This design comes from an exercise in tuning for small area on the open sky130 flow, not from production work.
Only simulation tests tie the RTL to the original design; equivalence was not proved.
No activity file was given, so power comes from the tool's default toggle rates.

==> inputs of violet <==
Design ticket_booking_system, start of the top module:
module ticket_booking_system (
    input clk,
    input rst,
    input book,
    input cancel,
    input check,
    input [3:0] seat_type,
    input [4:0] travel_date,
    output reg [7:0] price,
    output reg [7:0] seats_left,
    output reg booking_success,
    output reg cancel_success,
    output reg availability_status
);
clock: 8.0 ns
lec_check: 0
cap_margin: 20
core_margin: 2
core_utilization: 55
cts_buf_list: sky130_fd_sc_hd__clkbuf_16
cts_cluster_diameter: 80
cts_cluster_size: 24
gpl_timing_driven: 0
place_density: 0.7
slew_margin: 20
synth_hierarchical: 1
synth_minimum_keep_size: 0
run.sh (not shown) runs the stock make flow with config.mk's settings and CLKGATE_MAP_FILE= SYNTH_SCRIPT=/design/flow/synth_recipe.tcl, a recipe that flattens the netlist after the stock synthesis.
==> ember: changes against violet <==
==> flow/flow/run.sh (new file) <==
#!/bin/bash
# The standard layout (the standard.sh: ORFS synthesis to final layout),
# with one change: the port buffers that global placement inserts are the
# platform's smallest buffer instead of the one buffer_ports picks by itself.
set -euo pipefail
export BUFFER_PORTS_ARGS="-buffer_cell sky130_fd_sc_hd__buf_1"
bash standard.sh > standard.log 2>&1
==> flow/standard.sh (new file) <==
#!/bin/bash
# synth_recipe.tcl (not shown) runs the flow's synth.tcl, then flattens the netlist and writes it again
# the make line also repeats each setting of config.mk as NAME=value (left out here)
make -C /OpenROAD-flow-scripts/flow DESIGN_CONFIG=/design/flow/config.mk WORK_HOME=/design/flow/orfs CLKGATE_MAP_FILE= SYNTH_SCRIPT=/design/flow/synth_recipe.tcl "${@:-finish}"
--- a/flow/config.mk
+++ b/flow/config.mk
@@ -10,6 +10,5 @@
 export CORE_UTILIZATION = 55
-export CTS_BUF_LIST = sky130_fd_sc_hd__clkbuf_16
-export CTS_CLUSTER_DIAMETER = 80
-export CTS_CLUSTER_SIZE = 24
-export GPL_TIMING_DRIVEN = 0
+export CTS_BUF_LIST = sky130_fd_sc_hd__clkbuf_4
+export CTS_CLUSTER_DIAMETER = 50
+export CTS_CLUSTER_SIZE = 10
 export PLACE_DENSITY = 0.7
removed: flow/run.sh
==> amber: changes against violet <==
--- a/flow/config.mk
+++ b/flow/config.mk
@@ -13,3 +13,2 @@
 export CTS_CLUSTER_SIZE = 24
-export GPL_TIMING_DRIVEN = 0
 export PLACE_DENSITY = 0.7
==> results.txt <==
Placed Cells=1558; outcome=no timing/DRC/antenna violations; critical path launch point=seat_type[1]; Hold Slack=0.414 ns; WL met2=16200 µm; P_comb=0.185 mW; CLK BUF=49
(the above is from ember)
==> results.txt <==
Compound-Gate Fraction of Synth Area=33.9%; max_cap viols=0; Yosys top cell by area=dfxtp_1; setup violators final=0; outcome=no timing/DRC/antenna violations; CLK BUF=19; Placed Cells=1514; number of multi-input logic gates=764; WL met2=15800 µm; Hold Slack=0.424 ns; placer congestion estimate=0.957
(the above is from amber)
==> results.txt <==
WL met2=14300 µm; outcome=no timing/DRC/antenna violations; CLK BUF=20; Largest regs=mem: 336 flops, price: 7 flops, seats_left: 4 flops; critical path launch point=travel_date[1]; Area Overhead vs Synth=12.1%; synthesized area per cell=11.2 µm²; Sw Pwr=0.691 mW; EDFF count, synth=0; commonest non-fill, non-tap cell in the layout=a22o_1; Final Instance Count excl. Fillers=1527; P_comb=0.207 mW
(the above is from violet)


==> run M <==
ticket_booking_system, a different RTL version from the one above (not shown whole).
make LEC_CHECK=0 CAP_MARGIN=20 CORE_MARGIN=2 CORE_UTILIZATION=55 CTS_BUF_LIST=sky130_fd_sc_hd__clkbuf_16 CTS_CLUSTER_DIAMETER=80 CTS_CLUSTER_SIZE=24 PLACE_DENSITY=0.7 SLEW_MARGIN=20 SYNTH_HIERARCHICAL=1 SYNTH_MINIMUM_KEEP_SIZE=0 finish   # period 8.0 ns
Stock flow here: none of the scripts above is used.
==> inputs of run Y, as changes to run M <==
==> flow/flow/run.sh (new file) <==
#!/bin/bash
# The standard layout (the standard.sh: ORFS synthesis to final layout),
# with one change: the port buffers that global placement inserts are the
# platform's smallest buffer instead of the one buffer_ports picks by itself.
set -euo pipefail
export BUFFER_PORTS_ARGS="-buffer_cell sky130_fd_sc_hd__buf_1"
bash standard.sh > standard.log 2>&1
==> flow/standard.sh (new file) <==
#!/bin/bash
# synth_recipe.tcl (not shown) runs the flow's synth.tcl, then flattens the netlist and writes it again
# the make line also repeats each setting of config.mk as NAME=value (left out here)
make -C /OpenROAD-flow-scripts/flow DESIGN_CONFIG=/design/flow/config.mk WORK_HOME=/design/flow/orfs CLKGATE_MAP_FILE= SYNTH_SCRIPT=/design/flow/synth_recipe.tcl "${@:-finish}"
Settings changed: CORE_UTILIZATION 55 to 65, CTS_BUF_LIST sky130_fd_sc_hd__clkbuf_16 to sky130_fd_sc_hd__clkbuf_4, CTS_CLUSTER_DIAMETER 80 to 50, CTS_CLUSTER_SIZE 24 to 10, PLACE_DENSITY 0.7 to 0.75.
removed: flow/run.sh
==> inputs of run D, as changes to run M <==
==> flow/flow/run.sh (new file) <==
#!/bin/bash
# The standard layout (the standard.sh: ORFS synthesis to final layout),
# with one change: the port buffers that global placement inserts are the
# platform's smallest buffer instead of the one buffer_ports picks by itself.
set -euo pipefail
export BUFFER_PORTS_ARGS="-buffer_cell sky130_fd_sc_hd__buf_1"
bash standard.sh > standard.log 2>&1
==> flow/standard.sh (new file) <==
#!/bin/bash
# synth_recipe.tcl (not shown) runs the flow's synth.tcl, then flattens the netlist and writes it again
# the make line also repeats each setting of config.mk as NAME=value (left out here)
make -C /OpenROAD-flow-scripts/flow DESIGN_CONFIG=/design/flow/config.mk WORK_HOME=/design/flow/orfs CLKGATE_MAP_FILE= SYNTH_SCRIPT=/design/flow/synth_recipe.tcl "${@:-finish}"
Settings changed: CTS_BUF_LIST sky130_fd_sc_hd__clkbuf_16 to sky130_fd_sc_hd__clkbuf_4, CTS_CLUSTER_DIAMETER 80 to 40, CTS_CLUSTER_SIZE 24 to 8.
removed: flow/run.sh
==> results.txt <==
Run Y passed the timing, design-rule and antenna checks. Run D finished clean. Run M ran to the end with no violations. Clock power: run Y < run M < run D. Area after synthesis is the same in run M and run D. Non-clock buffer count is the same in run D and run M. Worst hold slack, highest first: run M, run D, run Y. The highest cell area belongs to run M, the lowest to run Y. Against run M, the critical path depth of run Y is lower by 3. In sequential cell count, run D and run Y do not differ.
==> figures <==
item	run M	run D	run Y
DR WL/cell	25.8 µm	25.2 µm	26.0 µm
Total Routed Length	39.7 mm	40.0 mm	39.3 mm
Clock-cell share	3.56%	4.23%	3.00%
Antenna cell count	3	1	4
Starting density of the core	55.9%	55.9%	66.7%
Max_slew headroom	43.6%	40.9%	39.2%
Ratio of cells with drive above 1 in the final layout	3.04%	7.09%	5.54%
Final Hold Slack	0.438 ns	0.416 ns	0.411 ns
Critical path arrival	7.33 ns	6.91 ns	6.95 ns
Number of cells on the critical path	21	21	18
Endpoint required time on the critical path	8.43 ns	8.58 ns	8.57 ns
Total die area	25100 µm²	25100 µm²	21300 µm²
Worst path setup slack after routing	1.09 ns	1.67 ns	1.62 ns
Proportion of power drawn by flip-flops and latches	61.0%	60.5%	63.8%
Status	no timing/DRC/antenna violations	no timing/DRC/antenna violations	no timing/DRC/antenna violations


==> 04-24 <==
Starting RTL as in the previous note.
==> flow/config.mk <==
export PLATFORM = sky130hd
export DESIGN_NAME = ticket_booking_system
export DESIGN_NICKNAME = ticket_booking_system
export VERILOG_FILES = /design/flow/design.v
export SDC_FILE = /design/flow/constraint.sdc
export NUM_CORES = 4
export LEC_CHECK = 0
export CAP_MARGIN = 20
export CORE_MARGIN = 2
export CORE_UTILIZATION = 55
export CTS_BUF_LIST = sky130_fd_sc_hd__clkbuf_16
export CTS_CLUSTER_DIAMETER = 80
export CTS_CLUSTER_SIZE = 24
export PLACE_DENSITY = 0.7
export SLEW_MARGIN = 20
export SYNTH_HIERARCHICAL = 1
export SYNTH_MINIMUM_KEEP_SIZE = 0
==> flow/constraint.sdc <==
create_clock -name core_clock -period 8.0 [get_ports {clk}]
set_input_delay 1.6000 -clock core_clock [delete_from_list [all_inputs] [get_ports {clk}]]
set_output_delay 1.6000 -clock core_clock [all_outputs]
set_load 0.01 [all_outputs]
standard.sh (not shown) runs the stock make flow with config.mk's settings and CLKGATE_MAP_FILE= SYNTH_SCRIPT=/design/flow/synth_recipe.tcl, a recipe that flattens the netlist after the stock synthesis.
==> flow/flow/run.sh <==
#!/bin/bash
# The standard layout (the standard.sh: ORFS synthesis to final layout),
# with one change: the port buffers that global placement inserts are the
# platform's smallest buffer instead of the one buffer_ports picks by itself.
set -euo pipefail
export BUFFER_PORTS_ARGS="-buffer_cell sky130_fd_sc_hd__buf_1"
bash standard.sh > standard.log 2>&1
==> inputs of 02-12, as changes to 04-24 <==
Settings changed: CORE_UTILIZATION 55 to 70, CTS_BUF_LIST sky130_fd_sc_hd__clkbuf_16 to sky130_fd_sc_hd__clkbuf_4, CTS_CLUSTER_DIAMETER 80 to 50, CTS_CLUSTER_SIZE 24 to 10, PLACE_DENSITY 0.7 to 0.8.
==> inputs of 05-18, as changes to 04-24 <==
Settings changed: CTS_BUF_LIST sky130_fd_sc_hd__clkbuf_16 to sky130_fd_sc_hd__clkbuf_4, CTS_CLUSTER_DIAMETER 80 to 40, CTS_CLUSTER_SIZE 24 to 10.
==> inputs of 10-14, as changes to 04-24 <==
==> flow/run.sh (new file) <==
#!/bin/bash
# synth_recipe.tcl (not shown) runs the flow's synth.tcl, then flattens the netlist and writes it again
# the make line also repeats each setting of config.mk as NAME=value (left out here)
make -C /OpenROAD-flow-scripts/flow DESIGN_CONFIG=/design/flow/config.mk WORK_HOME=/design/flow/orfs CLKGATE_MAP_FILE= SYNTH_SCRIPT=/design/flow/synth_recipe.tcl finish
Settings changed: CTS_CLUSTER_DIAMETER 80 to 70, CTS_CLUSTER_SIZE 24 to 30.
removed: flow/flow/run.sh
removed: flow/standard.sh
==> qor summary <==
| quantity | 10-14 | 04-24 | 02-12 | 05-18 |
|---|---|---|---|---|
| Starting density of the core | 55.9% | 55.9% | 70.8% | 55.9% |
| Met2 WL | 17.5 mm | 17.0 mm | 16.7 mm | 17.3 mm |
| Final setup skew | 18.2 ps | 24.8 ps | 28.2 ps | 45.9 ps |
| Outcome | no timing/DRC/antenna violations | no timing/DRC/antenna violations | no timing/DRC/antenna violations | no timing/DRC/antenna violations |
| Signal buffers share of area | 2.27% | 1.14% | 1.16% | 1.13% |
| Share of the core filled with cells | 61.9% | 60.5% | 75.3% | 60.7% |
| Normalized max-slew margin | 42.2% | 39.3% | 41.9% | 40.7% |
| Fraction of area in multi-input gates | 37.7% | 38.6% | 39.3% | 38.5% |
| Number of vias after detailed routing | 10,900 | 10,900 | 11,100 | 11,000 |
| Ratio of cells with drive above 1 in the final layout | 3.69% | 3.12% | 5.39% | 6.42% |
| Antenna cells | 4 | 1 | 3 | 1 |
| Drt via density | 7.04 | 7.07 | 7.51 | 6.96 |
| Met3 routed wirelength | 4.32 mm | 4.13 mm | 4.65 mm | 4.41 mm |
| P_comb | 225 uW | 196 uW | 199 uW | 196 uW |
| CP Data Required Time | 8430 ps | 8410 ps | 8570 ps | 8600 ps |


==> wip/xenon <==
==> flow/design.v <==
`timescale 1ns/1ps
module ticket_booking_system (
    input clk,
    input rst,
    input book,
    input cancel,
    input check,
    input [3:0] seat_type,
    input [4:0] travel_date,
    output reg [7:0] price,
    output reg [7:0] seats_left,
    output reg booking_success,
    output reg cancel_success,
    output reg availability_status
);
    parameter IDLE = 2'b00,
              BOOKING = 2'b01,
              CANCELLING = 2'b10,
              CHECKING = 2'b11;
    reg [1:0] state, next_state;
    reg [7:0] seat_matrix [0:2][0:31];   
    reg [1:0] pulse_count;
    integer i, j;
    wire type_ok = (seat_type < 4'd3);
    wire [7:0] seats_cur = type_ok ? seat_matrix[seat_type[1:0]][travel_date] : 8'd0;
    always @(*) begin
        case (state)
            IDLE: begin
                if (book)
                    next_state = BOOKING;
                else if (cancel)
                    next_state = CANCELLING;
                else if (check)
                    next_state = CHECKING;
                else
                    next_state = IDLE;
            end
            default: next_state = IDLE;
        endcase
    end
    always @(posedge clk or posedge rst) begin
        if (rst) begin
            state <= IDLE;
            price <= 8'd0;
            booking_success <= 0;
            cancel_success <= 0;
            availability_status <= 0;
            seats_left <= 0;
            pulse_count <= 0;
            for (i = 0; i < 3; i = i + 1)
                for (j = 0; j < 32; j = j + 1)
                    seat_matrix[i][j] <= 8'd10;
        end else begin
            state <= next_state;
            if (pulse_count > 0)
                pulse_count <= pulse_count - 1;
            else begin
                booking_success <= 0;
                cancel_success <= 0;
                availability_status <= 0;
            end
            case (next_state)
                BOOKING: begin
                    if (seats_cur > 0) begin
                        seat_matrix[seat_type[1:0]][travel_date] <= seats_cur - 1;
                        booking_success <= 1;
                        pulse_count <= 2;
                        case (seat_type)
                            0: price <= 8'd100;
                            1: price <= 8'd150;
                            2: price <= 8'd200;
                            default: price <= 8'd0;
                        endcase
                    end
                end
                CANCELLING: begin
                    if (type_ok && seats_cur < 8'd10) begin
                        seat_matrix[seat_type[1:0]][travel_date] <= seats_cur + 1;
                        cancel_success <= 1;
                        price <= 8'd0;
                        pulse_count <= 2;
                    end
                end
                CHECKING: begin
                    seats_left <= seats_cur;
                    availability_status <= 1;
                    pulse_count <= 2;
                end
            endcase
        end
    end
endmodule
==> flow/run.sh <==
#!/bin/bash
# synth_recipe.tcl (not shown) runs the flow's synth.tcl, then flattens the netlist and writes it again
# the make line also repeats each setting of config.mk as NAME=value (left out here)
make -C /OpenROAD-flow-scripts/flow DESIGN_CONFIG=/design/flow/config.mk WORK_HOME=/design/flow/orfs CLKGATE_MAP_FILE= SYNTH_SCRIPT=/design/flow/synth_recipe.tcl finish
==> flow/config.mk <==
export PLATFORM = sky130hd
export DESIGN_NAME = ticket_booking_system
export DESIGN_NICKNAME = ticket_booking_system
export VERILOG_FILES = /design/flow/design.v
export SDC_FILE = /design/flow/constraint.sdc
export NUM_CORES = 4
export LEC_CHECK = 0
export CAP_MARGIN = 20
export CORE_MARGIN = 2
export CORE_UTILIZATION = 40
export PLACE_DENSITY = 0.6
export SLEW_MARGIN = 20
==> flow/constraint.sdc <==
create_clock -name core_clock -period 8.0 [get_ports {clk}]
set_input_delay 1.6000 -clock core_clock [delete_from_list [all_inputs] [get_ports {clk}]]
set_output_delay 1.6000 -clock core_clock [all_outputs]
set_load 0.01 [all_outputs]
==> wip/yarrow: changes against wip/xenon <==
==> flow/design.v (replaced) <==
`timescale 1ns/1ps
module ticket_booking_system (
    input clk,
    input rst,
    input book,
    input cancel,
    input check,
    input [3:0] seat_type,
    input [4:0] travel_date,
    output reg [7:0] price,
    output reg [7:0] seats_left,
    output reg booking_success,
    output reg cancel_success,
    output reg availability_status
);
    localparam [6:0] FULL = 7'd120;   
    reg        busy;
    reg [1:0]  pulse_count;
    reg [6:0]  mem [0:47];
    reg [47:0] valid;
    wire       type_ok = ~seat_type[3] & ~seat_type[2] & ~(seat_type[1] & seat_type[0]);
    wire [5:0] waddr   = {seat_type[1:0], travel_date[4:1]};
    wire       hi_sel  = travel_date[0];
    wire [6:0] raw = mem[waddr];
    wire [6:0] v   = valid[waddr] ? raw : FULL;
    reg [6:0] r;
    reg [3:0] q;
    always @(*) begin
        r = v;
        q[3] = (r >= 7'd88); if (q[3]) r = r - 7'd88;
        q[2] = (r >= 7'd44); if (q[2]) r = r - 7'd44;
        q[1] = (r >= 7'd22); if (q[1]) r = r - 7'd22;
        q[0] = (r >= 7'd11); if (q[0]) r = r - 7'd11;
    end
    wire [3:0] cur = hi_sel ? q : r[3:0];
    wire accept = ~busy & (book | cancel | check);
    wire do_book   = accept & book;
    wire do_cancel = accept & ~book & cancel;
    wire do_check  = accept & ~book & ~cancel & check;
    wire book_ok   = do_book & type_ok & (cur != 4'd0);
    wire cancel_ok = do_cancel & type_ok & (cur != 4'd10);
    wire wr = book_ok | cancel_ok;
    wire [6:0] step = hi_sel ? 7'd11 : 7'd1;
    wire [6:0] nv   = book ? v - step : v + step;
    integer i;
    always @(posedge clk) begin
        for (i = 0; i < 48; i = i + 1)
            if (wr && waddr == i) mem[i] <= nv;
    end
    always @(posedge clk or posedge rst) begin
        if (rst) begin
            busy <= 1'b0;
            valid <= 48'd0;
            price <= 8'd0;
            seats_left <= 8'd0;
            booking_success <= 1'b0;
            cancel_success <= 1'b0;
            availability_status <= 1'b0;
            pulse_count <= 2'd0;
        end else begin
            busy <= accept;
            if (wr) valid[waddr] <= 1'b1;
            if (pulse_count != 2'd0)
                pulse_count <= pulse_count - 2'd1;
            else begin
                booking_success <= 1'b0;
                cancel_success <= 1'b0;
                availability_status <= 1'b0;
            end
            if (book_ok) begin
                booking_success <= 1'b1;
                pulse_count <= 2'd2;
                case (seat_type[1:0])
                    2'd0: price <= 8'd100;
                    2'd1: price <= 8'd150;
                    default: price <= 8'd200;
                endcase
            end
            if (cancel_ok) begin
                cancel_success <= 1'b1;
                price <= 8'd0;
                pulse_count <= 2'd2;
            end
            if (do_check) begin
                seats_left <= type_ok ? {4'd0, cur} : 8'd0;
                availability_status <= 1'b1;
                pulse_count <= 2'd2;
            end
        end
    end
endmodule
==> qor summary <==
	wip/xenon	wip/yarrow
Run status	no timing/DRC/antenna violations	no timing/DRC/antenna violations
Count of non-filler cells in the finished layout	4575	2279
Non-clock buffer total of the final layout	395	394
Num CTS Buffers	90	42
Die Y-Extent	317.0 µm	215.8 µm
Worst-Margin Slew	1.262 ns	1.124 ns
Number of tap cells added at floorplan	1276	592
Layout Utilization	0.4848	0.5434
Synth unique cells	93	100
Time the worst path needs with I/O delays and setup	7.244 ns	7.714 ns
Largest stage delay on the critical path	0.81 ns	0.59 ns
Switching power as a share of total power	0.2748	0.2608
Vias in the first global route	30.51k	13.73k
CTS-repair resized insts	0	61
Final Worst Setup Slack	0.7562 ns	0.2855 ns

[static timing again, ports no longer ideal]
No port has a modelled driver above. Below, the same layouts with a new extraction and two added sets of constraints.
Step 1 assumes that a clkbuf_16 drives the clock port and a buf_2 every other input.
Step 2 moves the port delays by t, midway between the first and last clock arrival at a register: inputs arrive t later, outputs are due t later. That takes back most of the time a late clock gives input paths.
a / b / c = ideal / step 1 / step 2; a / b = the first two.
run | t (ns) | slack for setup (ns) | worst register clock-pin slew, ns
violet | 0.561 | 0.467 / 0.468 / -0.093 | 0.10 / 0.10
ember | 0.719 | 0.934 / 0.952 / 0.233 | 0.12 / 0.12
amber | 0.567 | 0.717 / 0.725 / 0.159 | 0.10 / 0.10
run M | 0.564 | 1.091 / 1.110 / 0.546 | 0.10 / 0.10
run Y | 0.718 | 1.624 / 1.646 / 0.928 | 0.12 / 0.12
run D | 0.742 | 1.675 / 1.693 / 0.951 | 0.11 / 0.11
04-24 | 0.566 | 1.512 / 1.536 / 0.970 | 0.10 / 0.10
02-12 | 0.718 | 1.517 / 1.536 / 0.818 | 0.12 / 0.12
05-18 | 0.732 | 1.701 / 1.718 / 0.986 | 0.12 / 0.12
10-14 | 0.568 | 1.037 / 1.057 / 0.489 | 0.11 / 0.11
wip/xenon | 0.752 | 0.756 / 0.805 / 0.053 | 0.07 / 0.07
wip/yarrow | 0.623 | 0.286 / 0.312 / -0.311 | 0.06 / 0.06
Met with ideal ports but missed after step 2: setup timing in violet and wip/yarrow. For run D, which loses most, drivers alone change the setup slack by +0.018 ns; drivers and shift together by -0.724 ns.
